What follows belongs to an exercise in optimizing a design on an open flow for small area, a short achievable clock period and few clock cycles per item; a production flow would make more cautious choices. In this exercise RTL edits were held to simulation tests only and were not proved equivalent to the original. No activity file was given, so power comes from the tool's default toggle rates.

==> build 63: inputs <==
==> flow/design.v <==
module cycle_counter (
    input  logic        clk,
    input  logic        load,
    output logic [31:0] cycle_count
);
    always_ff @(posedge clk) begin
        if (load) cycle_count <= 32'd1;
        else      cycle_count <= cycle_count + 32'd1;
    end
endmodule
module filter_config (
    input  logic        clk,         
    input  logic        rst_n,       
    input  logic        cfg_we,      
    input  logic [3:0]  cfg_waddr,   
    input  logic [31:0] cfg_wdata,   
    input  logic [3:0]  cfg_raddr,   
    output logic [31:0] cfg_rdata,   
    output logic [47:0] local_mac,       
    output logic [15:0] ethertype,       
    output logic [7:0]  ip_protocol,     
    output logic [31:0] ip_base,         
    output logic [31:0] ip_mask,         
    output logic [15:0] udp_dst_port     
);
    logic [31:0] mac_lo;     
    logic [15:0] mac_hi;     
    always_ff @(posedge clk or negedge rst_n) begin
        if (!rst_n) begin
            mac_lo         <= 32'hDEADBEEF;   
            mac_hi         <= 16'hCAFE;       
            ethertype      <= 16'h0800;       
            ip_protocol    <= 8'h11;          
            ip_base        <= 32'h0A000100;   
            ip_mask        <= 32'hFFFFFFFC;   
            udp_dst_port   <= 16'd25565;      
        end else if (cfg_we) begin
            case (cfg_waddr)
                4'h0: mac_lo         <= cfg_wdata;            
                4'h1: mac_hi         <= cfg_wdata[15:0];      
                4'h2: ethertype      <= cfg_wdata[15:0];      
                4'h3: ip_protocol    <= cfg_wdata[7:0];       
                4'h4: ip_base        <= cfg_wdata;            
                4'h5: ip_mask        <= cfg_wdata;            
                4'h6: udp_dst_port   <= cfg_wdata[15:0];      
                default: ;                                    
            endcase
        end
    end
    always_comb begin
        case (cfg_raddr)
            4'h0: cfg_rdata = mac_lo;                         
            4'h1: cfg_rdata = {16'h0, mac_hi};               
            4'h2: cfg_rdata = {16'h0, ethertype};            
            4'h3: cfg_rdata = {24'h0, ip_protocol};          
            4'h4: cfg_rdata = ip_base;                       
            4'h5: cfg_rdata = ip_mask;                       
            4'h6: cfg_rdata = {16'h0, udp_dst_port};         
            default: cfg_rdata = 32'hDEADBEEF;               
        endcase
    end
    assign local_mac = {mac_hi, mac_lo};
endmodule
module filter_core(
    input  logic         clk,
    input  logic         rst_n,
    input  logic [255:0] data,
    input  logic         cfg_we,
    input  logic [3:0]   cfg_waddr,
    input  logic [31:0]  cfg_wdata,
    input  logic [3:0]   cfg_raddr,
    output logic [31:0]  cfg_rdata,
    output logic         beat0_ok,
    output logic         beat1_ok
);
    logic [47:0] cfg_local_mac;
    logic [15:0] cfg_ethertype;
    logic [7:0]  cfg_ip_protocol;
    logic [31:0] cfg_ip_base;
    logic [31:0] cfg_ip_mask;
    logic [15:0] cfg_dest_port;
    filter_config my_configuration (
        .clk,
        .rst_n,
        .cfg_we,
        .cfg_waddr,
        .cfg_wdata,
        .cfg_raddr,
        .cfg_rdata,
        .local_mac(cfg_local_mac),
        .ethertype(cfg_ethertype),
        .ip_protocol(cfg_ip_protocol),
        .ip_base(cfg_ip_base),
        .ip_mask(cfg_ip_mask),
        .udp_dst_port(cfg_dest_port)
    );
    assign beat0_ok = (data[47:0]    == cfg_local_mac) &&                     
                      (data[111:96]  == cfg_ethertype) &&                     
                      (data[119:112] == 8'h54) &&                             
                      (data[191:184] == cfg_ip_protocol) &&                   
                      ((data[255:240] & cfg_ip_mask[15:0]) == cfg_ip_base[15:0]);  
    assign beat1_ok = ((data[15:0] & cfg_ip_mask[31:16]) == cfg_ip_base[31:16]) &&  
                      (data[47:32] == cfg_dest_port);                              
endmodule
module header_parser (
    input  logic         clk,
    input  logic         rst_n,
    input  logic  [0:255]  in_data,
    input  logic  [31:0]   in_keep,
    input  logic           in_valid,
    input  logic           in_last,
    output logic  [0:255]  out_data,
    output logic  [0:31]   out_keep,
    output logic           out_valid,
    output logic           out_last,
    output logic           timestamp_valid,
    output logic  [31:0]   timestamp,
    input  logic           out_ready,
    output logic           in_ready,
    input  logic           cfg_we,
    input  logic  [3:0]    cfg_waddr,
    input  logic  [31:0]   cfg_wdata,
    input  logic  [3:0]    cfg_raddr,
    output logic  [31:0]   cfg_rdata
);
    localparam [31:0] HEADER_KEEP = 32'h0000_03FF;    
    typedef enum logic [2:0] {
        IDLE,     
        HDR1,     
        HDR1_OK,  
        HDR1_NG,  
        STREAM,   
        DROP      
    } parse_state;
    parse_state state, state_next;
    logic free, pass, b1;
    logic [255:0] d;
    assign d = in_data;
    logic beat0_ok, beat1_ok;
    filter_core my_filter_core (
        .clk,
        .rst_n,
        .data(d),
        .cfg_we,
        .cfg_waddr,
        .cfg_wdata,
        .cfg_raddr,
        .cfg_rdata,
        .beat0_ok,
        .beat1_ok
    );
    logic in_accept;
    assign in_accept = in_valid && in_ready;
    assign in_ready  = free || (pass && out_ready);
    assign out_valid = in_valid && pass;
    assign out_data  = in_data;
    assign out_keep  = b1 ? (in_keep & ~HEADER_KEEP) : in_keep;
    assign out_last  = in_last;
    always_comb begin
        state_next = state;
        case (state)
            IDLE:    if (in_accept) state_next = in_last ? IDLE : (beat0_ok ? HDR1 : DROP);
            HDR1:    if (in_valid)  state_next = (beat1_ok && !in_last) ? HDR1_OK : HDR1_NG;
            HDR1_OK: if (in_accept) state_next = STREAM;    
            HDR1_NG: if (in_accept) state_next = in_last ? IDLE : DROP;
            default: if (in_accept && in_last) state_next = IDLE;
        endcase
    end
    always_ff @(posedge clk or negedge rst_n) begin
        if (!rst_n) begin
            state           <= IDLE;
            free            <= 1'b1;
            pass            <= 1'b0;
            b1              <= 1'b0;
            timestamp_valid <= 1'b0;
        end else begin
            state           <= state_next;
            free            <= (state_next == IDLE) || (state_next == HDR1_NG) || (state_next == DROP);
            pass            <= (state_next == HDR1_OK) || (state_next == STREAM);
            b1              <= (state_next == HDR1_OK);
            timestamp_valid <= in_accept && in_last && (state == STREAM);
        end
    end
    cycle_counter timestamper (
        .clk,
        .load(in_accept && state == IDLE),
        .cycle_count(timestamp)
    );
endmodule
==> flow/flow/run.sh <==
#!/bin/bash
set -euo pipefail
cp standard.sh standard_sh.txt
export BUFFER_PORTS_ARGS="-buffer_cell sky130_fd_sc_hd__buf_1"
ARGS="IO_CONSTRAINTS=$PWD/flow/io.tcl"
bash standard.sh $ARGS synth > synth.log 2>&1
R=$PWD/orfs/results/$FLOW_PLATFORM/header_parser/base
cp $R/1_2_yosys.v standard_synth.v
LIB=$FLOW_HOME/platforms/$FLOW_PLATFORM/lib/sky130_fd_sc_hd__tt_025C_1v80.lib \
IN=$PWD/standard_synth.v OUT=$PWD/remapped.v TOP=$FLOW_TOP ABC_SCRIPT=$PWD/flow/remap.abc \
  yosys -c flow/remap.tcl > remap.log 2>&1
cp remapped.v $R/1_2_yosys.v
rm -f $R/1_synth.odb $R/1_synth.sdc
bash standard.sh $ARGS > standard.log 2>&1
==> flow/flow/io.tcl <==
# Keep the configuration port, the timestamp and the clock and reset on one
# edge, so the registers they feed cluster there, and keep the read port together.
set_io_pin_constraint -region left:* -pin_names {cfg_raddr[0] cfg_raddr[1] cfg_raddr[2] cfg_raddr[3] cfg_rdata[0] cfg_rdata[1] cfg_rdata[2] cfg_rdata[3] cfg_rdata[4] cfg_rdata[5] cfg_rdata[6] cfg_rdata[7] cfg_rdata[8] cfg_rdata[9] cfg_rdata[10] cfg_rdata[11] cfg_rdata[12] cfg_rdata[13] cfg_rdata[14] cfg_rdata[15] cfg_rdata[16] cfg_rdata[17] cfg_rdata[18] cfg_rdata[19] cfg_rdata[20] cfg_rdata[21] cfg_rdata[22] cfg_rdata[23] cfg_rdata[24] cfg_rdata[25] cfg_rdata[26] cfg_rdata[27] cfg_rdata[28] cfg_rdata[29] cfg_rdata[30] cfg_rdata[31] cfg_we cfg_waddr[0] cfg_waddr[1] cfg_waddr[2] cfg_waddr[3] cfg_wdata[0] cfg_wdata[1] cfg_wdata[2] cfg_wdata[3] cfg_wdata[4] cfg_wdata[5] cfg_wdata[6] cfg_wdata[7] cfg_wdata[8] cfg_wdata[9] cfg_wdata[10] cfg_wdata[11] cfg_wdata[12] cfg_wdata[13] cfg_wdata[14] cfg_wdata[15] cfg_wdata[16] cfg_wdata[17] cfg_wdata[18] cfg_wdata[19] cfg_wdata[20] cfg_wdata[21] cfg_wdata[22] cfg_wdata[23] cfg_wdata[24] cfg_wdata[25] cfg_wdata[26] cfg_wdata[27] cfg_wdata[28] cfg_wdata[29] cfg_wdata[30] cfg_wdata[31] timestamp_valid timestamp[0] timestamp[1] timestamp[2] timestamp[3] timestamp[4] timestamp[5] timestamp[6] timestamp[7] timestamp[8] timestamp[9] timestamp[10] timestamp[11] timestamp[12] timestamp[13] timestamp[14] timestamp[15] timestamp[16] timestamp[17] timestamp[18] timestamp[19] timestamp[20] timestamp[21] timestamp[22] timestamp[23] timestamp[24] timestamp[25] timestamp[26] timestamp[27] timestamp[28] timestamp[29] timestamp[30] timestamp[31] clk rst_n}
set_io_pin_constraint -group -pin_names {cfg_raddr[0] cfg_raddr[1] cfg_raddr[2] cfg_raddr[3] cfg_rdata[0] cfg_rdata[1] cfg_rdata[2] cfg_rdata[3] cfg_rdata[4] cfg_rdata[5] cfg_rdata[6] cfg_rdata[7] cfg_rdata[8] cfg_rdata[9] cfg_rdata[10] cfg_rdata[11] cfg_rdata[12] cfg_rdata[13] cfg_rdata[14] cfg_rdata[15] cfg_rdata[16] cfg_rdata[17] cfg_rdata[18] cfg_rdata[19] cfg_rdata[20] cfg_rdata[21] cfg_rdata[22] cfg_rdata[23] cfg_rdata[24] cfg_rdata[25] cfg_rdata[26] cfg_rdata[27] cfg_rdata[28] cfg_rdata[29] cfg_rdata[30] cfg_rdata[31]}
==> flow/flow/remap.abc <==
strash
dch
map -a
==> flow/flow/remap.tcl <==
# Re-map the combinational logic of the standard synthesis netlist with ABC
# (delay-targeted map, then sizing). Flip-flops are kept as they are: the
# flip-flop cells are read as black boxes, so their instances, names and
# types do not change. Run by yosys -c with LIB, IN and OUT in the environment.
yosys read_liberty -ignore_miss_func $::env(LIB)
yosys read_verilog $::env(IN)
yosys hierarchy -top $::env(TOP)
yosys blackbox sky130_fd_sc_hd__df*
yosys flatten
yosys rename -hide w:_*_.*
yosys opt_clean
yosys cd $::env(TOP)
yosys abc -liberty $::env(LIB) -dont_use sky130_fd_sc_hd__probe_p_8 -dont_use sky130_fd_sc_hd__probec_p_8 -dont_use sky130_fd_sc_hd__lpflow_bleeder_1 -dont_use sky130_fd_sc_hd__lpflow_clkbufkapwr_1 -dont_use sky130_fd_sc_hd__lpflow_clkbufkapwr_16 -dont_use sky130_fd_sc_hd__lpflow_clkbufkapwr_2 -dont_use sky130_fd_sc_hd__lpflow_clkbufkapwr_4 -dont_use sky130_fd_sc_hd__lpflow_clkbufkapwr_8 -dont_use sky130_fd_sc_hd__lpflow_clkinvkapwr_1 -dont_use sky130_fd_sc_hd__lpflow_clkinvkapwr_16 -dont_use sky130_fd_sc_hd__lpflow_clkinvkapwr_2 -dont_use sky130_fd_sc_hd__lpflow_clkinvkapwr_4 -dont_use sky130_fd_sc_hd__lpflow_clkinvkapwr_8 -dont_use sky130_fd_sc_hd__lpflow_decapkapwr_12 -dont_use sky130_fd_sc_hd__lpflow_decapkapwr_3 -dont_use sky130_fd_sc_hd__lpflow_decapkapwr_4 -dont_use sky130_fd_sc_hd__lpflow_decapkapwr_6 -dont_use sky130_fd_sc_hd__lpflow_decapkapwr_8 -dont_use sky130_fd_sc_hd__lpflow_inputiso0n_1 -dont_use sky130_fd_sc_hd__lpflow_inputiso0p_1 -dont_use sky130_fd_sc_hd__lpflow_inputiso1n_1 -dont_use sky130_fd_sc_hd__lpflow_inputiso1p_1 -dont_use sky130_fd_sc_hd__lpflow_inputisolatch_1 -dont_use sky130_fd_sc_hd__lpflow_isobufsrc_1 -dont_use sky130_fd_sc_hd__lpflow_isobufsrc_16 -dont_use sky130_fd_sc_hd__lpflow_isobufsrc_2 -dont_use sky130_fd_sc_hd__lpflow_isobufsrc_4 -dont_use sky130_fd_sc_hd__lpflow_isobufsrc_8 -dont_use sky130_fd_sc_hd__lpflow_isobufsrckapwr_16 -dont_use sky130_fd_sc_hd__lpflow_lsbuf_lh_hl_isowell_tap_1 -dont_use sky130_fd_sc_hd__lpflow_lsbuf_lh_hl_isowell_tap_2 -dont_use sky130_fd_sc_hd__lpflow_lsbuf_lh_hl_isowell_tap_4 -dont_use sky130_fd_sc_hd__lpflow_lsbuf_lh_isowell_4 -dont_use sky130_fd_sc_hd__lpflow_lsbuf_lh_isowell_tap_1 -dont_use sky130_fd_sc_hd__lpflow_lsbuf_lh_isowell_tap_2 -dont_use sky130_fd_sc_hd__lpflow_lsbuf_lh_isowell_tap_4  -script $::env(ABC_SCRIPT)
yosys opt_clean -purge
yosys stat -liberty $::env(LIB)
yosys cd
yosys select $::env(TOP)
yosys write_verilog -noattr -selected $::env(OUT)
==> flow/standard.sh <==
#!/bin/bash
# synth_recipe.tcl (not shown) runs the flow's synth.tcl, then flattens the netlist and writes it again
# the make line also repeats each setting of config.mk as NAME=value (left out here)
make -C /OpenROAD-flow-scripts/flow DESIGN_CONFIG=/design/flow/config.mk WORK_HOME=/design/flow/orfs CLKGATE_MAP_FILE= SYNTH_SCRIPT=/design/flow/synth_recipe.tcl "${@:-finish}"
==> flow/config.mk <==
export PLATFORM = sky130hd
export DESIGN_NAME = header_parser
export DESIGN_NICKNAME = header_parser
export VERILOG_FILES = /design/flow/design.v
export SDC_FILE = /design/flow/constraint.sdc
export NUM_CORES = 4
export LEC_CHECK = 0
export CAP_MARGIN = 20
export CORE_MARGIN = 2
export CORE_UTILIZATION = 25
export PLACE_DENSITY = 0.5
export SETUP_SLACK_MARGIN = 2.0
export SLEW_MARGIN = 20
==> flow/constraint.sdc <==
create_clock -name core_clock -period 5.0 [get_ports {clk}]
set_input_delay 1.0000 -clock core_clock [delete_from_list [all_inputs] [get_ports {clk}]]
set_output_delay 1.0000 -clock core_clock [all_outputs]
set_load 0.01 [all_outputs]
==> trial 11: changes against build 63 <==
==> flow/design.v, changed modules only <==
module filter_config (
    input  logic        clk,         
    input  logic        rst_n,       
    input  logic        cfg_we,      
    input  logic [3:0]  cfg_waddr,   
    input  logic [31:0] cfg_wdata,   
    input  logic [3:0]  cfg_raddr,   
    output logic [31:0] cfg_rdata,   
    output logic [47:0] local_mac,       
    output logic [15:0] ethertype,       
    output logic [7:0]  ip_protocol,     
    output logic [31:0] ip_base,         
    output logic [31:0] ip_mask,         
    output logic [15:0] udp_dst_port     
);
    logic [31:0] mac_lo;     
    logic [15:0] mac_hi;     
    always_ff @(posedge clk or negedge rst_n) begin
        if (!rst_n) begin
            mac_lo         <= 32'hDEADBEEF;   
            mac_hi         <= 16'hCAFE;       
            ethertype      <= 16'h0800;       
            ip_protocol    <= 8'h11;          
            ip_base        <= 32'h0A000100;   
            ip_mask        <= 32'hFFFFFFFC;   
            udp_dst_port   <= 16'd25565;      
        end else if (cfg_we) begin
            case (cfg_waddr)
                4'h0: mac_lo         <= cfg_wdata;            
                4'h1: mac_hi         <= cfg_wdata[15:0];      
                4'h2: ethertype      <= cfg_wdata[15:0];      
                4'h3: ip_protocol    <= cfg_wdata[7:0];       
                4'h4: ip_base        <= cfg_wdata;            
                4'h5: ip_mask        <= cfg_wdata;            
                4'h6: udp_dst_port   <= cfg_wdata[15:0];      
                default: ;                                    
            endcase
        end
    end
    logic [31:0] r01, r23, r45, r67, r03, r47;
    assign r01 = cfg_raddr[0] ? {16'h0, mac_hi} : mac_lo;
    assign r23 = cfg_raddr[0] ? {24'h0, ip_protocol} : {16'h0, ethertype};
    assign r45 = cfg_raddr[0] ? ip_mask : ip_base;
    assign r67 = cfg_raddr[0] ? 32'hDEADBEEF : {16'h0, udp_dst_port};
    assign r03 = cfg_raddr[1] ? r23 : r01;
    assign r47 = cfg_raddr[1] ? r67 : r45;
    assign cfg_rdata = cfg_raddr[3] ? 32'hDEADBEEF : (cfg_raddr[2] ? r47 : r03);
    assign local_mac = {mac_hi, mac_lo};
endmodule
==> flow/flow/run.sh (replaced) <==
#!/bin/bash
cp standard.sh standard_sh.txt
export BUFFER_PORTS_ARGS="-buffer_cell sky130_fd_sc_hd__buf_1"
bash standard.sh IO_CONSTRAINTS=$PWD/flow/io.tcl > standard.log 2>&1
==> flow/flow/io.tcl (replaced) <==
# Keep the configuration read port together so the read mux sits next to its pins.
set_io_pin_constraint -group -pin_names {cfg_raddr[0] cfg_raddr[1] cfg_raddr[2] cfg_raddr[3] cfg_rdata[0] cfg_rdata[1] cfg_rdata[2] cfg_rdata[3] cfg_rdata[4] cfg_rdata[5] cfg_rdata[6] cfg_rdata[7] cfg_rdata[8] cfg_rdata[9] cfg_rdata[10] cfg_rdata[11] cfg_rdata[12] cfg_rdata[13] cfg_rdata[14] cfg_rdata[15] cfg_rdata[16] cfg_rdata[17] cfg_rdata[18] cfg_rdata[19] cfg_rdata[20] cfg_rdata[21] cfg_rdata[22] cfg_rdata[23] cfg_rdata[24] cfg_rdata[25] cfg_rdata[26] cfg_rdata[27] cfg_rdata[28] cfg_rdata[29] cfg_rdata[30] cfg_rdata[31]}
removed: flow/flow/remap.abc
removed: flow/flow/remap.tcl
==> trial 12: changes against build 63 <==
==> flow/flow/io.tcl (replaced) <==
# Keep the configuration read port together so the read mux sits next to its pins.
set_io_pin_constraint -group -pin_names {cfg_raddr[0] cfg_raddr[1] cfg_raddr[2] cfg_raddr[3] cfg_rdata[0] cfg_rdata[1] cfg_rdata[2] cfg_rdata[3] cfg_rdata[4] cfg_rdata[5] cfg_rdata[6] cfg_rdata[7] cfg_rdata[8] cfg_rdata[9] cfg_rdata[10] cfg_rdata[11] cfg_rdata[12] cfg_rdata[13] cfg_rdata[14] cfg_rdata[15] cfg_rdata[16] cfg_rdata[17] cfg_rdata[18] cfg_rdata[19] cfg_rdata[20] cfg_rdata[21] cfg_rdata[22] cfg_rdata[23] cfg_rdata[24] cfg_rdata[25] cfg_rdata[26] cfg_rdata[27] cfg_rdata[28] cfg_rdata[29] cfg_rdata[30] cfg_rdata[31]}
==> comparison table <==
quantity	build 63	trial 11	trial 12
Horizontal die dimension	198.6 um	227.2 um	198.6 um
Wire length after detailed routing	58.42 mm	63.55 mm	58.69 mm
Post-synthesis instance total	1129	1209	1129
Global routing met3 resource utilization	17.48%	18.83%	17.04%
Clock-pin slew reported for the worst setup and hold paths after clock tree synthesis	0.08 ns	0.07 ns	0.07 ns
Post-route cell area	13270 um2	13680 um2	13280 um2
Wl on met1	23.42 mm	21.44 mm	22.61 mm
Leakage power total	5.066 nW	5.117 nW	5.021 nW
Reg2reg end	pass$_DFF_PN0_	free$_DFF_PN1_	pass$_DFF_PN0_
Number of tap cells added at floorplan	511	664	511
Clock buf/inv share	4.536%	4.226%	4.232%
Area Growth Syn to Fin	40.19%	9.826%	40.27%
Power consumed by combinational cells	1.35 mW	1.85 mW	1.37 mW
Run status	finished clean	finished clean	finished clean
Layout clock buffers	20	21	21
Post-Syn Nets	1463	1544	1463
Tmin final	3.300 ns	3.374 ns	3.409 ns
Capturing element of the worst setup path	cfg_rdata[2]	cfg_rdata[6]	cfg_rdata[25]
Crit-path slowest cell	sky130_fd_sc_hd__nor3_4	sky130_fd_sc_hd__mux4_2	sky130_fd_sc_hd__o211ai_1
Number of placed instances with taps included	1979	1895	1976
Min Hold Slack	0.4337 ns	0.4402 ns	0.4374 ns
Non-clock inverter count	142	10	143
Switching Share	37.91%	37.41%	38.20%
Cells resized by post-CTS repair	132	95	100
Placement-stage worst setup slack	0.8884 ns	0.9431 ns	0.7796 ns
Number of ordinary and repair buffers in the finished layout	378	351	381
Testbench counts of build 63, summed over its fixed seeds: cycles 28,240, packets 2,400.
Testbench counts of trial 11, summed over its fixed seeds: cycles 28,240, packets 2,400.
Testbench counts of trial 12, summed over its fixed seeds: cycles 28,240, packets 2,400.

afterwards: timing with drivers on the ports:
How much do the figures lean on ideal ports? The routed layouts below were timed once more, with nothing changed but the port constraints.
Step 1 (the two cells are an assumption about what drives the block):
set clk [get_ports {clk}]
set_driving_cell -lib_cell sky130_fd_sc_hd__clkbuf_16 $clk
set_driving_cell -lib_cell sky130_fd_sc_hd__buf_2 [delete_from_list [all_inputs] $clk]
Step 2, shift: input delay + t, output delay - t, t = (earliest + latest rising clock arrival at the registers) / 2. This alone moves slack from input paths to output paths.
Slacks: ideal / step 1 / step 2; pairs: ideal / step 1.
run	t (ns)	slack for setup (ns)	worst setup path at the end	latest minus earliest clock arrival (ns)	slew at the worst register clock pin (ns)
build 63	0.492	1.700 / 1.652 / 1.646	input to register	0.015 / 0.014	0.08 / 0.08
trial 11	0.518	1.626 / 1.572 / 1.572	input to output	0.017 / 0.017	0.08 / 0.08
trial 12	0.499	1.591 / 1.526 / 1.526	input to output	0.020 / 0.020	0.08 / 0.08
After both steps setup and hold are still met in every run listed. The setup slack of trial 12, which loses most, moves by -0.065 ns with the drivers and by -0.065 ns with both steps.
